This design comes from an exercise in tuning for small area on the open sky130 flow, not from production work. Where RTL was checked, it was by simulation tests only, not by an equivalence proof against the original. Power figures rest on the tool's default switching activity, not on a simulated workload.

## job 101
// voices
module voices (
    input  logic        clk,
    input  logic        rst_n,
    input  logic        sample_strobe,
    input  logic [63:0] freq_in,
    input  logic [47:0] pulse_width_in,
    input  logic [31:0] wave_ctrl_in,
    input  logic [15:0] attack_in,
    input  logic [15:0] decay_in,
    input  logic [15:0] sustain_in,
    input  logic [15:0] release_in,
    output logic [15:0] left_out,
    output logic [15:0] right_out
);
Size in the first run: roughly 240 I/O pins, ~11,000 sq um of cells after synthesis.
clock: 20.0 ns
lec_check: 0
abc_area: 1
cap_margin: 20
core_margin: 2
core_utilization: 40
slew_margin: 20
standard.sh (not shown) runs the stock make flow with config.mk's settings and CLKGATE_MAP_FILE= SYNTH_SCRIPT=/design/flow/synth_recipe.tcl, a recipe that flattens the netlist after the stock synthesis.
==> flow/flow/run.sh <==
#!/bin/bash
# Standard ORFS layout with three changes:
#  - after floorplanning, the logic between the registers is remapped for area
#    (OpenROAD restructure, flow/rmp.tcl),
#  - the port buffers are made of the smallest buffer cell,
#  - the clock tree is built of clkbuf_8 cells without dummy loads.
set -euo pipefail
W=$(pwd)
python3 flow/dontuse_lib.py "$FLOW_HOME/platforms/sky130hd/config.mk" \
  "$FLOW_HOME/platforms/sky130hd/lib/sky130_fd_sc_hd__tt_025C_1v80.lib" "$W/rmp.lib" > dontuse_lib.log 2>&1
export RMP_LIB="$W/rmp.lib"
export POST_FLOORPLAN_TCL="$W/flow/rmp.tcl"
export BUFFER_PORTS_ARGS="-buffer_cell sky130_fd_sc_hd__buf_1"
export CTS_ARGS="-sink_clustering_enable -repair_clock_nets -buf_list sky130_fd_sc_hd__clkbuf_8 -sink_clustering_size 18 -sink_clustering_max_diameter 60 -dont_use_dummy_load"
bash standard.sh finish > standard.log 2>&1
Other scripts of this flow, unchanged in this note and not shown: flow/flow/dontuse_lib.py, flow/flow/rmp.tcl
For job 102, these inputs were changed with respect to job 101:
--- a/flow/design.v
+++ b/flow/design.v
@@ -140,49 +140,49 @@
     integer c, b;
     for (c = 0; c < 16; c = c + 1) begin
         k = dr ? dr_k(c[3:0]) : attack_k(c[3:0]);
         for (b = 0; b < 16; b = b + 1)
             m[c*16 + b] = (b >= 3) ? k[b - 3] : 1'b0;
     end
     ktab = m;
 endfunction
 localparam logic [255:0] KATT = ktab(1'b0);
 localparam logic [255:0] KDR  = ktab(1'b1);
 wire [3:0] drc  = st[2] ? dec_v : rel_v;
 wire       kbit = st[0] ? KDR[{drc, u[3:0]}] : KATT[{att_v, u[3:0]}];
+wire cmpv  = cmpe ^ ~st[0];
 wire gp    = st[2];
 wire nogt  = ~(gate ^ gp);                  
-wire clr   = ~nogt | ge | cmpe;             
-wire step  = nogt & ~cmpe & ge & (st[0] | (st[2] & ~st[1]));
+wire clr   = ~nogt | ge | cmpv;             
+wire step  = nogt & ~cmpv & ge & (st[0] | (st[2] & ~st[1]));
 wire inc   = step & ~st[0];
 wire setss = nogt & st[1];
 logic [2:0] nst;
 always_comb begin
-    if (!gp) nst = gate ? 3'b100 : ((st[0] & ~cmpe) ? 3'b001 : 3'b000);
+    if (!gp) nst = gate ? 3'b100 : ((st[0] & ~cmpv) ? 3'b001 : 3'b000);
     else if (!gate) nst = 3'b001;
     else if (st[1]) nst = 3'b110;
-    else nst = cmpe ? (st[0] ? 3'b110 : 3'b101) : st;
+    else nst = cmpv ? (st[0] ? 3'b110 : 3'b101) : st;
 end
 wire gef = (u == 5'd3) ? 1'b1 : ge;
 wire cef = (u == 5'd8) ? 1'b1 : cmpe;
+wire cx  = st[0] ? (st[2] & ss) : (u[2:0] != 3'd0);
 wire cyc_i = (u == 5'd19) ? 1'b1 : cyc;
 wire cye_i = (u == 5'd16) ? 1'b1 : cye;
 always_ff @(posedge clk) begin
     if (b1 & (u == 5'd2)) st <= {y0, y1, y2};
     if (b1 & win(u, 3, 15))
         ge <= (y0 & ~kbit) | (y0 & gef) | (~kbit & gef);
     if (b1 & win(u, 8, 15))
-        cmpe <= ~st[0] ? (cef & x8) :
-                st[2]  ? ((~x8 & ss) | (~x8 & cef) | (ss & cef)) :
-                         (cef & ~x8);
+        cmpe <= (~x8 & cx) | (~x8 & cef) | (cx & cef);
     cyc <= cyc_i & y16;
     cye <= cye_i & ~(x16 ^ inc);
 end
 always_comb begin
     yin17 = Y[16];
     if (b1 & win(u, 16, 18))
         yin17 = (u[1:0] == 2'd0) ? nst[0] : (u[1:0] == 2'd1) ? nst[1] : nst[2];
     else if (b1 & win(u, 19, 31))
         yin17 = ~clr & (y16 ^ cyc_i);
 end
 always_comb begin
     xin17 = X[16];
==> comparison <==
Combinational share of power ends up higher on job 102.
Diff job 101 -> job 102 | wire length of the first global-routing pass | increase of about 4%
Job 102 vs job 101 — wire length rose 4.5%.
Timing startpoint of the critical path: wave_ctrl_in[15] -> job 102, wave_ctrl_in[4] -> job 101
For final net count, job 101 and job 102 come out practically identical.
Against job 101 as the reference, job 102 delivers a higher switching power.
Of job 101 and job 102, the run reporting the lower area added between synthesis and finish was job 101.
Only the layout flow was run in job 102; the RTL was not checked for function there.

* * *

== v39 ==
The RTL this note starts from:
==> flow/design.v <==
module voices (
    input  logic        clk,
    input  logic        rst_n,
    input  logic        sample_strobe,
    input  logic [63:0] freq_in,
    input  logic [47:0] pulse_width_in,
    input  logic [31:0] wave_ctrl_in,
    input  logic [15:0] attack_in,
    input  logic [15:0] decay_in,
    input  logic [15:0] sustain_in,
    input  logic [15:0] release_in,
    output logic [15:0] left_out,
    output logic [15:0] right_out
);
logic [6:0] t;           
logic       run;         
logic [2:0] kb;          
logic       fresh;       
wire [4:0] u = t[4:0];
function automatic logic win(input logic [4:0] x, input integer lo, input integer hi);
    logic [31:0] m;
    integer k;
    for (k = 0; k < 32; k = k + 1) m[k] = (k >= lo) && (k <= hi);
    win = m[x];
endfunction
wire last = run & (kb == 3'd6) & (u == 5'd5);
logic b1, b2, b3;
always_comb begin
    case (kb)
        3'd1:    {b1, b2, b3} = {run, 1'b0, 1'b0};
        3'd2:    {b1, b2, b3} = {run, run, 1'b0};
        3'd3,
        3'd4:    {b1, b2, b3} = {run, run, run};
        3'd5:    {b1, b2, b3} = {1'b0, run, run};
        3'd6:    {b1, b2, b3} = {1'b0, 1'b0, run};
        default: {b1, b2, b3} = 3'b000;
    endcase
end
wire [1:0] v1 = t[6:5];            
always_ff @(posedge clk) begin
    if (!rst_n) begin
        t     <= 7'd0;
        run   <= 1'b0;
        fresh <= 1'b1;
    end else begin
        t <= t + 7'd1;
        if (!run) begin
            if (sample_strobe) begin
                run <= 1'b1;
                kb  <= 3'd0;
            end
        end else begin
            if (u == 5'd31) kb <= kb + 3'd1;
            if (last) begin
                run   <= 1'b0;
                fresh <= 1'b0;
            end
        end
    end
end
logic [127:0] X, Y;
logic xin17, xin25, yin1, yin17;    
always_ff @(posedge clk) begin
    X <= {X[126:25], xin25, X[23:17], xin17, X[15:0], X[127]};
    Y <= {Y[126:17], yin17, Y[15:1], yin1, Y[127]};
end
wire y0  = Y[0]  & ~fresh;
wire y1  = Y[1]  & ~fresh;
wire y2  = Y[2]  & ~fresh;
wire y16 = Y[16] & ~fresh;
wire x8  = X[8]  & ~fresh;
wire x16 = X[16] & ~fresh;
wire x2  = X[2]  | fresh;
wire x7  = X[7]  | fresh;
wire x24 = X[24] | fresh;
wire [3:0] sus_v = sustain_in[4*v1 +: 4];
wire       ss    = sus_v[u[1:0]];                  
wire       gate  = wave_ctrl_in[8*v1];
wire [3:0] att_v = attack_in[4*v1 +: 4];
wire [3:0] dec_v = decay_in[4*v1 +: 4];
wire [3:0] rel_v = release_in[4*v1 +: 4];
wire [15:0] frq_v = freq_in[16*v1 +: 16];
logic [11:0] pw_v;
logic [7:0]  wc_v;
always_comb begin
    case (v1)
        2'd0:    begin pw_v = pulse_width_in[47:36]; wc_v = wave_ctrl_in[31:24]; end
        2'd1:    begin pw_v = pulse_width_in[11:0];  wc_v = wave_ctrl_in[7:0];   end
        2'd2:    begin pw_v = pulse_width_in[23:12]; wc_v = wave_ctrl_in[15:8];  end
        default: begin pw_v = pulse_width_in[35:24]; wc_v = wave_ctrl_in[23:16]; end
    endcase
end
logic [2:0] st;          
logic       ge;          
logic       cmpe;        
logic       cyc, cye;    
function automatic logic [12:0] attack_k(input logic [3:0] c);
    case (c)
        4'd0:  attack_k = 13'd0;
        4'd1:  attack_k = 13'd1;
        4'd2:  attack_k = 13'd2;
        4'd3:  attack_k = 13'd3;
        4'd4:  attack_k = 13'd6;
        4'd5:  attack_k = 13'd9;
        4'd6:  attack_k = 13'd12;
        4'd7:  attack_k = 13'd14;
        4'd8:  attack_k = 13'd18;
        4'd9:  attack_k = 13'd46;
        4'd10: attack_k = 13'd93;
        4'd11: attack_k = 13'd149;
        4'd12: attack_k = 13'd187;
        4'd13: attack_k = 13'd561;
        4'd14: attack_k = 13'd937;
        default: attack_k = 13'd1499;
    endcase
endfunction
function automatic logic [12:0] dr_k(input logic [3:0] c);
    case (c)
        4'd0:  dr_k = 13'd0;
        4'd1:  dr_k = 13'd3;
        4'd2:  dr_k = 13'd8;
        4'd3:  dr_k = 13'd13;
        4'd4:  dr_k = 13'd20;
        4'd5:  dr_k = 13'd31;
        4'd6:  dr_k = 13'd37;
        4'd7:  dr_k = 13'd44;
        4'd8:  dr_k = 13'd55;
        4'd9:  dr_k = 13'd140;
        4'd10: dr_k = 13'd280;
        4'd11: dr_k = 13'd449;
        4'd12: dr_k = 13'd561;
        4'd13: dr_k = 13'd1687;
        4'd14: dr_k = 13'd2811;
        default: dr_k = 13'd4499;
    endcase
endfunction
wire [12:0] kval = st[0] ? dr_k(st[2] ? dec_v : rel_v) : attack_k(att_v);
logic kbit;
always_comb begin
    case (u)
        5'd3:  kbit = kval[0];
        5'd4:  kbit = kval[1];
        5'd5:  kbit = kval[2];
        5'd6:  kbit = kval[3];
        5'd7:  kbit = kval[4];
        5'd8:  kbit = kval[5];
        5'd9:  kbit = kval[6];
        5'd10: kbit = kval[7];
        5'd11: kbit = kval[8];
        5'd12: kbit = kval[9];
        5'd13: kbit = kval[10];
        5'd14: kbit = kval[11];
        default: kbit = kval[12];
    endcase
end
wire gp    = st[2];
wire nogt  = ~(gate ^ gp);                  
wire clr   = ~nogt | ge | cmpe;             
wire step  = nogt & ~cmpe & ge & (st[0] | (st[2] & ~st[1]));
wire inc   = step & ~st[0];
wire setss = nogt & st[1];
logic [2:0] nst;
always_comb begin
    if (!gp) nst = gate ? 3'b100 : ((st[0] & ~cmpe) ? 3'b001 : 3'b000);
    else if (!gate) nst = 3'b001;
    else if (st[1]) nst = 3'b110;
    else nst = cmpe ? (st[0] ? 3'b110 : 3'b101) : st;
end
wire gef = (u == 5'd3) ? 1'b1 : ge;
wire cef = (u == 5'd8) ? 1'b1 : cmpe;
wire cyc_i = (u == 5'd19) ? 1'b1 : cyc;
wire cye_i = (u == 5'd16) ? 1'b1 : cye;
always_ff @(posedge clk) begin
    if (b1 & (u == 5'd2)) st <= {y0, y1, y2};
    if (b1 & win(u, 3, 15))
        ge <= (y0 & ~kbit) | (~(y0 ^ kbit) & gef);
    if (b1 & win(u, 8, 15))
        cmpe <= ~st[0] ? (cef & x8) :
                st[2]  ? ((~x8 & ss) | (~(x8 ^ ss) & cef)) :
                         (cef & ~x8);
    cyc <= cyc_i & y16;
    cye <= cye_i & ~(x16 ^ inc);
end
always_comb begin
    yin17 = Y[16];
    if (b1 & win(u, 16, 18))
        yin17 = (u[1:0] == 2'd0) ? nst[0] : (u[1:0] == 2'd1) ? nst[1] : nst[2];
    else if (b1 & win(u, 19, 31))
        yin17 = ~clr & (y16 ^ cyc_i);
end
always_comb begin
    xin17 = X[16];
    if (b1 & win(u, 16, 23))
        xin17 = setss ? ss : (step ? (x16 ^ cye_i) : x16);
end
logic pc, ovf, dly;
wire fbit = frq_v[u[3:0]];
wire pci  = (u == 5'd16) ? 1'b0 : pc;
wire pco  = (y0 & fbit) | (y0 & pci) | (fbit & pci);
always_comb begin
    yin1 = Y[0];
    if (b1 & u[4]) yin1 = y0 ^ fbit ^ pci;
end
always_ff @(posedge clk) begin
    pc  <= pco;
    if (b1 & (u == 5'd31)) ovf <= pco;
    dly <= x24;
end
always_comb begin
    xin25 = X[24];
    if (b2 & win(u, 0, 22))
        xin25 = ~ovf ? x24 : (u == 5'd0) ? (x2 ^ x7) : dly;
end
logic       pulse;       
logic [5:0] ph;          
logic [7:0] env;         
wire pwb = pw_v[u[3:0]];
wire puf = (u == 5'd0) ? 1'b1 : pulse;
always_ff @(posedge clk) begin
    if (b2 & win(u, 0, 11))
        pulse <= (Y[12] & ~pwb) | (~(Y[12] ^ pwb) & puf);
    if (b2 & win(u, 6, 11))
        ph <= {Y[12], ph[5:1]};
    if (b2 & win(u, 0, 7))
        env <= {X[32], env[7:1]};
end
wire       mul = b2 & win(u, 16, 27);
wire [3:0] wi  = u[3:0];
wire       top = (wi == 4'd11);
function automatic logic [10:0] sine_lut(input logic [3:0] i);
    case (i)
        4'd0:  sine_lut = 11'd0;
        4'd1:  sine_lut = 11'd201;
        4'd2:  sine_lut = 11'd399;
        4'd3:  sine_lut = 11'd594;
        4'd4:  sine_lut = 11'd783;
        4'd5:  sine_lut = 11'd965;
        4'd6:  sine_lut = 11'd1137;
        4'd7:  sine_lut = 11'd1299;
        4'd8:  sine_lut = 11'd1447;
        4'd9:  sine_lut = 11'd1582;
        4'd10: sine_lut = 11'd1702;
        4'd11: sine_lut = 11'd1805;
        4'd12: sine_lut = 11'd1891;
        4'd13: sine_lut = 11'd1959;
        4'd14: sine_lut = 11'd2008;
        default: sine_lut = 11'd2037;
    endcase
endfunction
wire [10:0] lut = sine_lut(ph[3:0]);
wire        lb  = lut[wi];
logic       sf;           
wire        sfi = (wi == 4'd0) ? ph[4] : sf;
always_ff @(posedge clk) sf <= ph[4] ? (sfi & lb) : (sfi | lb);
wire sine  = top ? (ph[5] ? (~ph[4] & ~sfi) : 1'b1)
                 : (lb ^ (ph[5] ? sfi : ph[4]));
wire saw   = Y[28];
wire trw   = top ? ph[5] : (saw ^ ph[5]);
logic noise;
always_comb begin
    case (wi)
        4'd4:  noise = X[44];
        4'd5:  noise = X[43];
        4'd6:  noise = X[41];
        4'd7:  noise = X[38];
        4'd8:  noise = X[37];
        4'd9:  noise = X[35];
        4'd10: noise = X[32];
        4'd11: noise = X[31];
        default: noise = 1'b0;
    endcase
end
wire wave = (|wc_v[7:3]) & (~wc_v[5] | saw) & (~wc_v[4] | trw) &
            (~wc_v[6] | pulse) & (~wc_v[7] | noise) & (~wc_v[3] | sine);
wire sbit = mul & (top ? ~wave : wave);
logic [7:0] acc;
wire       neg = sbit & top;
wire [7:0] xb  = {8{sbit}} & (env ^ {8{top}});
logic [8:0] cy;
logic [7:0] sm;
always_comb begin
    cy[0] = neg;
    for (int k = 0; k < 8; k++) begin
        sm[k]   = acc[k] ^ xb[k] ^ cy[k];
        cy[k+1] = (acc[k] & xb[k]) | (acc[k] & cy[k]) | (xb[k] & cy[k]);
    end
end
wire arith = (b2 & win(u, 28, 31)) | (b3 & win(u, 0, 3));
always_ff @(posedge clk) acc <= {arith ? acc[7] : (cy[8] ^ neg), sm[7:1]};
wire pbit = sm[0];
logic [17:0] mix;
logic        mc;
wire mixw  = (b2 & win(u, 20, 31)) | (b3 & win(u, 0, 5));
wire first = (kb == 3'd2) | ((kb == 3'd3) & win(u, 0, 5));
wire mm    = ~first & mix[0];
wire mci   = (u == 5'd20) ? 1'b0 : mc;
always_ff @(posedge clk) begin
    mc <= (pbit & mm) | (pbit & mci) | (mm & mci);
    if (!rst_n) mix[17:2] <= 16'h0;
    else if (mixw) mix <= {pbit ^ mm ^ mci, mix[17:1]};
end
assign left_out  = mix[17:2];
assign right_out = mix[17:2];
endmodule
Settings: LEC_CHECK=0, CAP_MARGIN=20, CORE_MARGIN=2, CORE_UTILIZATION=40, CTS_BUF_LIST=sky130_fd_sc_hd__clkbuf_16, CTS_CLUSTER_DIAMETER=100, CTS_CLUSTER_SIZE=30, SLEW_MARGIN=20; clock period 20.0 ns.
run.sh (not shown) runs the stock make flow with config.mk's settings and CLKGATE_MAP_FILE= SYNTH_SCRIPT=/design/flow/synth_recipe.tcl, a recipe that flattens the netlist after the stock synthesis.
Stock flow here: none of the scripts above is used.
--- input diff v39..v36 ---
--- a/flow/design.v
+++ b/flow/design.v
@@ -133,27 +133,23 @@
         4'd14: dr_k = 13'd2811;
         default: dr_k = 13'd4499;
     endcase
 endfunction
-wire [12:0] kval = st[0] ? dr_k(st[2] ? dec_v : rel_v) : attack_k(att_v);
-logic kbit;
-always_comb begin
-    case (u)
-        5'd3:  kbit = kval[0];
-        5'd4:  kbit = kval[1];
-        5'd5:  kbit = kval[2];
-        5'd6:  kbit = kval[3];
-        5'd7:  kbit = kval[4];
-        5'd8:  kbit = kval[5];
-        5'd9:  kbit = kval[6];
-        5'd10: kbit = kval[7];
-        5'd11: kbit = kval[8];
-        5'd12: kbit = kval[9];
-        5'd13: kbit = kval[10];
-        5'd14: kbit = kval[11];
-        default: kbit = kval[12];
-    endcase
-end
+function automatic logic [255:0] ktab(input logic dr);
+    logic [255:0] m;
+    logic [12:0]  k;
+    integer c, b;
+    for (c = 0; c < 16; c = c + 1) begin
+        k = dr ? dr_k(c[3:0]) : attack_k(c[3:0]);
+        for (b = 0; b < 16; b = b + 1)
+            m[c*16 + b] = (b >= 3) ? k[b - 3] : 1'b0;
+    end
+    ktab = m;
+endfunction
+localparam logic [255:0] KATT = ktab(1'b0);
+localparam logic [255:0] KDR  = ktab(1'b1);
+wire [3:0] drc  = st[2] ? dec_v : rel_v;
+wire       kbit = st[0] ? KDR[{drc, u[3:0]}] : KATT[{att_v, u[3:0]}];
 wire gp    = st[2];
 wire nogt  = ~(gate ^ gp);                  
 wire clr   = ~nogt | ge | cmpe;             
 wire step  = nogt & ~cmpe & ge & (st[0] | (st[2] & ~st[1]));
@@ -172,12 +168,12 @@
 wire cye_i = (u == 5'd16) ? 1'b1 : cye;
 always_ff @(posedge clk) begin
     if (b1 & (u == 5'd2)) st <= {y0, y1, y2};
     if (b1 & win(u, 3, 15))
-        ge <= (y0 & ~kbit) | (~(y0 ^ kbit) & gef);
+        ge <= (y0 & ~kbit) | (y0 & gef) | (~kbit & gef);
     if (b1 & win(u, 8, 15))
         cmpe <= ~st[0] ? (cef & x8) :
-                st[2]  ? ((~x8 & ss) | (~(x8 ^ ss) & cef)) :
+                st[2]  ? ((~x8 & ss) | (~x8 & cef) | (ss & cef)) :
                          (cef & ~x8);
     cyc <= cyc_i & y16;
     cye <= cye_i & ~(x16 ^ inc);
 end
@@ -217,9 +213,9 @@
 wire pwb = pw_v[u[3:0]];
 wire puf = (u == 5'd0) ? 1'b1 : pulse;
 always_ff @(posedge clk) begin
     if (b2 & win(u, 0, 11))
-        pulse <= (Y[12] & ~pwb) | (~(Y[12] ^ pwb) & puf);
+        pulse <= (Y[12] & ~pwb) | (Y[12] & puf) | (~pwb & puf);
     if (b2 & win(u, 6, 11))
         ph <= {Y[12], ph[5:1]};
     if (b2 & win(u, 0, 7))
         env <= {X[32], env[7:1]};
@@ -246,10 +242,21 @@
         4'd14: sine_lut = 11'd2008;
         default: sine_lut = 11'd2037;
     endcase
 endfunction
-wire [10:0] lut = sine_lut(ph[3:0]);
-wire        lb  = lut[wi];
+function automatic logic [255:0] stab();
+    logic [255:0] m;
+    logic [10:0]  l;
+    integer c, b;
+    for (c = 0; c < 16; c = c + 1) begin
+        l = sine_lut(c[3:0]);
+        for (b = 0; b < 16; b = b + 1)
+            m[c*16 + b] = (b <= 10) ? l[b] : 1'b0;
+    end
+    stab = m;
+endfunction
+localparam logic [255:0] STAB = stab();
+wire        lb  = STAB[{ph[3:0], wi}];
 logic       sf;           
 wire        sfi = (wi == 4'd0) ? ph[4] : sf;
 always_ff @(posedge clk) sf <= ph[4] ? (sfi & lb) : (sfi | lb);
 wire sine  = top ? (ph[5] ? (~ph[4] & ~sfi) : 1'b1)
### Flow results
Comparing v36 and v39, the lower core box area was measured on v36.
v36 ends up with a vertical die dimension that is 2.8 um lower than in v39.
Compared v36 vs v39, and clock latency on the worst-skew pair is down in v36.
The faster design of the two is v36; v39 tops out lower.
v39 ended up with sky130_fd_sc_hd__mux4_2 as its cell type of the slowest stage on the worst timing path; v36 ended up with sky130_fd_sc_hd__a2111oi_4.
Comparing the two runs side by side, v36 comes out ahead of v39 on internal power of the cells.
Only the layout flow was run in v39; the RTL was not checked for function there.

[separate check: timing with driven ports]
The flow's constraints put no driver on any port. The routed layouts listed below were extracted and timed again, unchanged, in two steps. Step 1 (the two cells are an assumption about what drives the block):
set clk [get_ports {clk}]
set_driving_cell -lib_cell sky130_fd_sc_hd__clkbuf_16 $clk
set_driving_cell -lib_cell sky130_fd_sc_hd__buf_2 [delete_from_list [all_inputs] $clk]
Step 2 adds t to the input delays and takes it off the output delays; t is the mean of the earliest and latest rising clock arrival at the registers after step 1. Input paths then give back, and output paths get back, about the clock's delay inside the block. Slacks: ideal ports / drivers / drivers and shift; pairs: ideal ports / drivers.
run | shift t [ns] | setup WS [ns] | clock arrival spread, ns
job 101 | 0.530 | 11.829 / 11.840 / 11.309 | 0.105 / 0.105
job 102 | 0.546 | 11.409 / 11.422 / 10.876 | 0.030 / 0.030
v39 | 0.526 | 10.741 / 10.759 / 10.232 | 0.037 / 0.037
v36 | 0.516 | 10.807 / 10.815 / 10.300 | 0.021 / 0.021
After both steps every run listed still meets setup and hold. The setup slack of job 102, which loses most, moves by +0.013 ns with the drivers and by -0.533 ns with both steps.
